From an optimization exercise on the open Yosys and OpenROAD flow, aimed at small area; shortcuts taken in it are not production practice.
Function was checked by simulation only, so behaviour that the tests miss may differ from the original.
The flow treats the clock pin as an ideal source. Dropping or thinning the clock tree relies on that and would not hold on a real chip.
Power figures rest on the tool's default switching activity, not on a simulated workload.

==> inputs of run G <==
## top
module top(
    input clock, reset, ignition, door_driver, door_pass, hidden_sw, pedal, reprogram,
    input[1:0] time_select_param,
    input[3:0] time_value,
    output status, fuel_pump_status,
    output[2:0] siren,
    output[7:0] an, dec_cat
);
==> module debouncer, before the edit <==
module debouncer(
    input clock, reset, noisy,
    output reg clean
);
    localparam [6:0] POL = 7'b1010101;
    reg [6:0] q;
    reg new_input;
    wire [6:0] s      = q ^ POL;
    wire       change = noisy ^ new_input;
    wire       done   = s[6] & s[4] & s[2] & ~s[1] & s[0];
    wire [6:0] s_next = (reset | change) ? 7'd44 : {s[5:0], s[6] ^ s[0]};
    always @(posedge clock) begin
        new_input <= noisy;
        q <= s_next ^ POL;
        if (reset | (~change & done))
            clean <= noisy;
    end
endmodule
==> module fsm, before the edit <==
module fsm(
    input clock, reset, ignition, door_driver, door_pass, one_hz_enable, expired, reprogram,
    output start_timer, status, enable_siren,
    output[1:0] interval, ARM_EA_DISPLAY,
    output[2:0] EA_DISPLAY
);
localparam SET = 0;
localparam OFF = 1;
localparam TRIGGER = 2;
localparam ON = 3;
localparam STOP_ALARM = 4;
localparam WAIT_IGNITION_OFF = 0;
localparam WAIT_DOOR_OPEN = 1;
localparam WAIT_DOOR_CLOSE = 2;
localparam START_ARM_DELAY = 3;
reg [2:0] EA, PE;
reg [1:0] ARM_EA, ARM_PE, time_sel;
wire door = door_driver | door_pass;
wire hold = ~reprogram & ~ignition;
always @(posedge clock, posedge reset)
    if (reset) begin
        EA <= SET;
        ARM_EA <= WAIT_IGNITION_OFF;
        time_sel <= 2'd1;
    end else begin
        EA <= PE;
        ARM_EA <= ARM_PE;
        time_sel <= (EA == SET) ? {door_pass, ~door_pass} :
                    (EA == OFF) ? 2'd0 : 2'd3;
    end
always @* begin
    if (reprogram)      PE = SET;
    else if (ignition)  PE = OFF;
    else case (EA)
        SET:        PE = door ? TRIGGER : SET;
        OFF:        PE = (expired && ARM_EA == START_ARM_DELAY) ? SET : OFF;
        TRIGGER:    PE = expired ? ON : TRIGGER;
        ON:         PE = door ? ON : STOP_ALARM;
        STOP_ALARM: PE = expired ? SET : door ? ON : STOP_ALARM;
        default:    PE = SET;
    endcase
end
always @* begin
    if (ignition) ARM_PE = WAIT_IGNITION_OFF;
    else case (ARM_EA)
        WAIT_IGNITION_OFF: ARM_PE = WAIT_DOOR_OPEN;
        WAIT_DOOR_OPEN:    ARM_PE = door_driver ? WAIT_DOOR_CLOSE : WAIT_DOOR_OPEN;
        WAIT_DOOR_CLOSE:   ARM_PE = door ? WAIT_DOOR_CLOSE : START_ARM_DELAY;
        default:           ARM_PE = door ? WAIT_DOOR_CLOSE : START_ARM_DELAY;
    endcase
end
assign start_timer = (EA == TRIGGER && expired) ||
                     (EA == OFF && ARM_EA == WAIT_DOOR_CLOSE && !ignition && !door) ||
                     (EA == SET && hold && door) ||
                     (EA == ON && hold && !door);
assign status = (EA == SET) ? one_hz_enable : (EA != OFF);
assign enable_siren = (EA == ON || EA == STOP_ALARM);
assign interval = time_sel;
assign EA_DISPLAY = EA;
assign ARM_EA_DISPLAY = ARM_EA;
endmodule
==> flow/config.mk <==
export PLATFORM = sky130hd
export DESIGN_NAME = top
export DESIGN_NICKNAME = top
export VERILOG_FILES = /design/flow/design.v
export SDC_FILE = /design/flow/constraint.sdc
export NUM_CORES = 4
export LEC_CHECK = 0
export CAP_MARGIN = 20
export CORE_MARGIN = 2
export CORE_UTILIZATION = 40
export PLACE_DENSITY = 0.6
export SLEW_MARGIN = 20
==> flow/constraint.sdc <==
create_clock -name core_clock -period 10.0 [get_ports {clock}]
set_input_delay 2.0000 -clock core_clock [delete_from_list [all_inputs] [get_ports {clock}]]
set_output_delay 2.0000 -clock core_clock [all_outputs]
set_load 0.01 [all_outputs]
standard.sh (not shown) runs the stock make flow with config.mk's settings and CLKGATE_MAP_FILE= SYNTH_SCRIPT=/design/flow/synth_recipe.tcl, a recipe that flattens the netlist after the stock synthesis.
==> flow/flow/run.sh <==
#!/bin/bash
# Own layout flow: the standard ORFS flow (standard.sh) with
#  - an area-oriented ABC script for the combinational logic, and no
#    adder extraction (the flip-flops are mapped by the unchanged standard
#    synthesis steps before ABC runs),
#  - port buffers of type buf_1,
#  - a two-level clock tree built by flow/cts_tree.tcl (one root buffer on
#    the clock port, CTS_LEAVES leaf buffers each driving one cluster of
#    flip-flops) in place of TritonCTS; the rest of the CTS step (timing
#    repair, legalisation) is ORFS's own.
# Each tool's output goes to the ORFS logs under orfs/logs and to
# standard_flow.log here.
set -euo pipefail
cd "$(dirname "$0")/.."
rm -rf scripts_own
cp -r "$FLOW_HOME/scripts" scripts_own
cp flow/abc_area.script scripts_own/abc_speed.script
cp flow/cts.tcl scripts_own/cts.tcl
bash standard.sh \
  SCRIPTS_DIR="$PWD/scripts_own" \
  ADDER_MAP_FILE= \
  MANUAL_CTS="$PWD/flow/cts_tree.tcl" \
  CTS_LEAVES=5 \
  CTS_LEAF_CELL=sky130_fd_sc_hd__clkbuf_16 \
  CTS_ROOT_CELL=sky130_fd_sc_hd__clkbuf_8 \
  "BUFFER_PORTS_ARGS=-buffer_cell sky130_fd_sc_hd__buf_1" \
  finish > standard_flow.log 2>&1
==> flow/flow/cts.tcl <==
utl::set_metrics_stage "cts__{}"
source $::env(SCRIPTS_DIR)/load.tcl
source $::env(SCRIPTS_DIR)/lec_check.tcl
erase_non_stage_variables cts
load_design 3_place.odb 3_place.sdc
source_step_tcl PRE CTS

# Clone clock tree inverters next to register loads
# so cts does not try to buffer the inverted clocks.
repair_clock_inverters

proc save_progress { stage } {
  puts "Run 'make gui_$stage.odb' to load progress snapshot"
  orfs_write_db $::env(RESULTS_DIR)/$stage.odb
  orfs_write_sdc $::env(RESULTS_DIR)/$stage.sdc
}

# Run CTS
set cts_args [list \
  -sink_clustering_enable \
  -repair_clock_nets]

append_env_var cts_args CTS_BUF_DISTANCE -distance_between_buffers 1
append_env_var cts_args CTS_CLUSTER_SIZE -sink_clustering_size 1
append_env_var cts_args CTS_CLUSTER_DIAMETER -sink_clustering_max_diameter 1
append_env_var cts_args CTS_BUF_LIST -buf_list 1
append_env_var cts_args CTS_LIB_NAME -library 1


if { [env_var_exists_and_non_empty CTS_ARGS] } {
  set cts_args $::env(CTS_ARGS)
}

set_dont_use $::env(DONT_USE_CELLS)

if { [env_var_exists_and_non_empty MANUAL_CTS] } {
  source $::env(MANUAL_CTS)
  build_clock_tree $::env(CTS_LEAVES) $::env(CTS_LEAF_CELL) $::env(CTS_ROOT_CELL)
  set_propagated_clock [all_clocks]
} else {
  log_cmd clock_tree_synthesis {*}$cts_args
}

utl::push_metrics_stage "cts__{}__pre_repair_timing"
log_cmd estimate_parasitics -placement
if { $::env(DETAILED_METRICS) } {
  report_metrics 4 "cts pre-repair-timing"
}
utl::pop_metrics_stage

set_placement_padding -global \
  -left $::env(CELL_PAD_IN_SITES_DETAIL_PLACEMENT) \
  -right $::env(CELL_PAD_IN_SITES_DETAIL_PLACEMENT)

set result [catch { detailed_placement } msg]
if { $result != 0 } {
  save_progress 4_1_error
  error "Detailed placement failed in CTS: $msg"
}

log_cmd estimate_parasitics -placement

if { $::env(CTS_SNAPSHOTS) } {
  save_progress 4_1_pre_repair_hold_setup
}

if { !$::env(SKIP_CTS_REPAIR_TIMING) } {
  if { $::env(EQUIVALENCE_CHECK) } {
    write_eqy_verilog 4_before_rsz.v
  }
  if { $::env(LEC_CHECK) } {
    write_lec_verilog 4_before_rsz_lec.v
  }

  repair_timing_helper

  if { $::env(EQUIVALENCE_CHECK) } {
    run_equivalence_test
  }
  if { $::env(LEC_CHECK) } {
    write_lec_verilog 4_after_rsz_lec.v
    run_lec_test 4_rsz 4_before_rsz_lec.v 4_after_rsz_lec.v
  }

  set result [catch { detailed_placement } msg]
  if { $result != 0 } {
    save_progress 4_1_error
    error "Detailed placement failed in CTS: $msg"
  }

  check_placement -verbose
}

report_metrics 4 "cts final"

source_step_tcl POST CTS

orfs_write_db $::env(RESULTS_DIR)/4_1_cts.odb
orfs_write_sdc $::env(RESULTS_DIR)/4_cts.sdc
==> flow/flow/cts_tree.tcl <==
# Two-level clock tree built by hand: one root buffer on the clock port,
# driving CTS_LEAVES leaf buffers, each driving one k-means cluster of the
# flip-flop clock pins.
proc build_clock_tree { nleaves leaf_cell root_cell } {
  set block [ord::get_db_block]
  set db [ord::get_db]
  set clk_net [$block findNet clock]
  set sinks {}
  foreach it [$clk_net getITerms] {
    set inst [$it getInst]
    lassign [$inst getLocation] x y
    set m [$inst getMaster]
    lappend sinks [list $it [expr {$x + [$m getWidth] / 2}] [expr {$y + [$m getHeight] / 2}]]
  }
  set n [llength $sinks]
  puts "manual cts: $n sinks, $nleaves leaves"
  # k-means, seeded by sorting on x then y bands
  set sorted [lsort -real -index 1 $sinks]
  set cx {}; set cy {}
  for {set k 0} {$k < $nleaves} {incr k} {
    set s [lindex $sorted [expr {int(($k + 0.5) * $n / $nleaves)}]]
    lappend cx [lindex $s 1]; lappend cy [lindex $s 2]
  }
  set cap [expr {int(ceil(double($n) / $nleaves)) + 2}]
  for {set iter 0} {$iter < 30} {incr iter} {
    # balanced assignment: greedy by distance with capacity
    set pairs {}
    set i 0
    foreach s $sinks {
      for {set k 0} {$k < $nleaves} {incr k} {
        set d [expr {abs([lindex $s 1] - [lindex $cx $k]) + abs([lindex $s 2] - [lindex $cy $k])}]
        lappend pairs [list $d $i $k]
      }
      incr i
    }
    set pairs [lsort -real -index 0 $pairs]
    set assign [lrepeat $n -1]
    set cnt [lrepeat $nleaves 0]
    foreach p $pairs {
      lassign $p d i k
      if {[lindex $assign $i] >= 0} continue
      if {[lindex $cnt $k] >= $cap} continue
      lset assign $i $k
      lset cnt $k [expr {[lindex $cnt $k] + 1}]
    }
    set sx [lrepeat $nleaves 0.0]; set sy [lrepeat $nleaves 0.0]
    for {set i 0} {$i < $n} {incr i} {
      set k [lindex $assign $i]
      set s [lindex $sinks $i]
      lset sx $k [expr {[lindex $sx $k] + [lindex $s 1]}]
      lset sy $k [expr {[lindex $sy $k] + [lindex $s 2]}]
    }
    for {set k 0} {$k < $nleaves} {incr k} {
      set c [lindex $cnt $k]
      if {$c > 0} {
        lset cx $k [expr {[lindex $sx $k] / $c}]
        lset cy $k [expr {[lindex $sy $k] / $c}]
      }
    }
  }
  puts "manual cts: cluster sizes $cnt"
  set leaf_master [$db findMaster $leaf_cell]
  set root_master [$db findMaster $root_cell]
  set root [odb::dbInst_create $block $root_master "cts_root_buf"]
  set root_net [odb::dbNet_create $block "clknet_root"]
  $root_net setSigType CLOCK
  [$root findITerm A] connect $clk_net
  [$root findITerm X] connect $root_net
  set mx 0.0; set my 0.0
  for {set k 0} {$k < $nleaves} {incr k} { set mx [expr {$mx + [lindex $cx $k]}]; set my [expr {$my + [lindex $cy $k]}] }
  $root setLocation [expr {int($mx / $nleaves)}] [expr {int($my / $nleaves)}]
  $root setPlacementStatus PLACED
  set leaves {}
  set nets {}
  for {set k 0} {$k < $nleaves} {incr k} {
    set b [odb::dbInst_create $block $leaf_master "cts_leaf_buf_$k"]
    set net [odb::dbNet_create $block "clknet_leaf_$k"]
    $net setSigType CLOCK
    [$b findITerm A] connect $root_net
    [$b findITerm X] connect $net
    $b setLocation [expr {int([lindex $cx $k])}] [expr {int([lindex $cy $k])}]
    $b setPlacementStatus PLACED
    lappend nets $net
  }
  for {set i 0} {$i < $n} {incr i} {
    set it [lindex [lindex $sinks $i] 0]
    $it disconnect
    $it connect [lindex $nets [lindex $assign $i]]
  }
}
Other scripts of this flow, unchanged in this note and not shown: flow/flow/abc_area.script
==> run X (differences from run G) <==
--- a/flow/design.v
+++ b/flow/design.v
@@ -10,3 +10,3 @@
     wire       done   = s[6] & s[4] & s[2] & ~s[1] & s[0];
-    wire [6:0] s_next = (reset | change) ? 7'd44 : {s[5:0], s[6] ^ s[0]};
+    wire [6:0] s_next = change ? 7'd44 : {s[5:0], s[6] ^ s[0]};
     always @(posedge clock) begin
@@ -210,3 +210,2 @@
         ARM_EA <= WAIT_IGNITION_OFF;
-        time_sel <= 2'd1;
     end else begin
@@ -214,5 +213,6 @@
         ARM_EA <= ARM_PE;
-        time_sel <= (EA == SET) ? {door_pass, ~door_pass} :
-                    (EA == OFF) ? 2'd0 : 2'd3;
     end
+always @(posedge clock)
+    time_sel <= (EA == SET) ? {door_pass, ~door_pass} :
+                (EA == OFF) ? 2'd0 : 2'd3;
 always @* begin
--- a/flow/flow/run.sh
+++ b/flow/flow/run.sh
@@ -8,3 +8,3 @@
 #    the clock port, CTS_LEAVES leaf buffers each driving one cluster of
-#    flip-flops) in place of TritonCTS; the rest of the CTS step (timing
+#    flip-flops; both levels are inverters) in place of TritonCTS; the rest of the CTS step (timing
 #    repair, legalisation) is ORFS's own.
@@ -23,4 +23,4 @@
   CTS_LEAVES=5 \
-  CTS_LEAF_CELL=sky130_fd_sc_hd__clkbuf_16 \
-  CTS_ROOT_CELL=sky130_fd_sc_hd__clkbuf_8 \
+  CTS_LEAF_CELL=sky130_fd_sc_hd__inv_16 \
+  CTS_ROOT_CELL=sky130_fd_sc_hd__inv_8 \
   "BUFFER_PORTS_ARGS=-buffer_cell sky130_fd_sc_hd__buf_1" \
--- a/flow/flow/cts_tree.tcl
+++ b/flow/flow/cts_tree.tcl
@@ -3,2 +3,14 @@
 # flip-flop clock pins.
+proc cts_in_pin { inst } {
+  foreach it [$inst getITerms] {
+    if {[$it isInputSignal]} { return $it }
+  }
+}
+proc cts_out_pin { inst } {
+  foreach it [$inst getITerms] {
+    if {[$it isOutputSignal]} { return $it }
+  }
+}
+# Root and leaf cells are both buffers or both inverters, so the flip-flops
+# see the clock port's polarity.
 proc build_clock_tree { nleaves leaf_cell root_cell } {
@@ -66,4 +78,4 @@
   $root_net setSigType CLOCK
-  [$root findITerm A] connect $clk_net
-  [$root findITerm X] connect $root_net
+  [cts_in_pin $root] connect $clk_net
+  [cts_out_pin $root] connect $root_net
   set mx 0.0; set my 0.0
@@ -78,4 +90,4 @@
     $net setSigType CLOCK
-    [$b findITerm A] connect $root_net
-    [$b findITerm X] connect $net
+    [cts_in_pin $b] connect $root_net
+    [cts_out_pin $b] connect $net
     $b setLocation [expr {int([lindex $cx $k])}] [expr {int([lindex $cy $k])}]
==> qor summary <==
P_int: run G 925 uW; run X 905 uW
Global-route met1 utilization: run G 0.168; run X 0.188
Post-synthesis instance area: run G 0.00579 sq mm; run X 0.00572 sq mm
Clock-pin slew on the worst setup and hold paths: run G 0.11 ns; run X 0.10 ns
DRT iter0 DRCs: run G 276; run X 214
Peak supply drop: run G 0.0985 mV; run X 0.126 mV
Area share of the largest cell type after synthesis: run G 0.432; run X 0.445
Met3 usage in global routing: run G 0.0103; run X 0.00778
Tot GR Track Use: run G 0.126; run X 0.128
Crit path time final: run G 4.63 ns; run X 4.55 ns
Last element of the critical path: run G dec_cat[1]; run X dec_cat[2]
Combinational cell fraction of total power: run G 0.088; run X 0.102
HPWL after DPL: run G 7250 microns; run X 6940 microns
Clock group: run G 287 uW; run X 271 uW
Register area share after synthesis: run G 0.673; run X 0.679
Hold EP: run G DEB_TIME_VALUE_2.q[6]; run X DEB_TIME_VALUE_1.q[4]
Die ar.: run G 0.0154 sq mm; run X 0.0153 sq mm
Result of the run: run G finished clean; run X finished clean
Final design area excluding fillers: run G 0.00625 sq mm; run X 0.00615 sq mm
Count of vias placed by the detailed router: run G 3,800; run X 3,577
Combined flip-flop and latch cell area: run G 0.00389 sq mm; run X 0.00388 sq mm
Largest net degree at the start of global routing: run G 59; run X 38
In every run of this note, the design's own scripts or RTL, not TritonCTS, make the clock network.

==> separate check: timing with driven ports <==
How much do the figures lean on ideal ports? The routed layouts below were timed once more, with nothing changed but the port constraints.
Step 1 (the two cells are an assumption about what drives the block):
set clk [get_ports {clock}]
set_driving_cell -lib_cell sky130_fd_sc_hd__clkbuf_16 $clk
set_driving_cell -lib_cell sky130_fd_sc_hd__buf_2 [delete_from_list [all_inputs] $clk]
Step 2 also shifts input and output timing later by t, the mid clock arrival at the registers, as if the neighbouring blocks saw the same clock.
Slacks: ideal / step 1 / step 2; pairs: ideal / step 1.
run | shift t [ns] | setup slack, ns | worst setup path at the end | worst slew at a driven data input, ns | pins driven straight from the clock port
run G | 0.440 | 5.373 / 5.338 / 5.777 | register to output | 0.04 | 1
run X | 0.285 | 5.454 / 5.401 / 5.686 | register to output | 0.04 | 1
After both steps setup and hold are still met in every run listed.
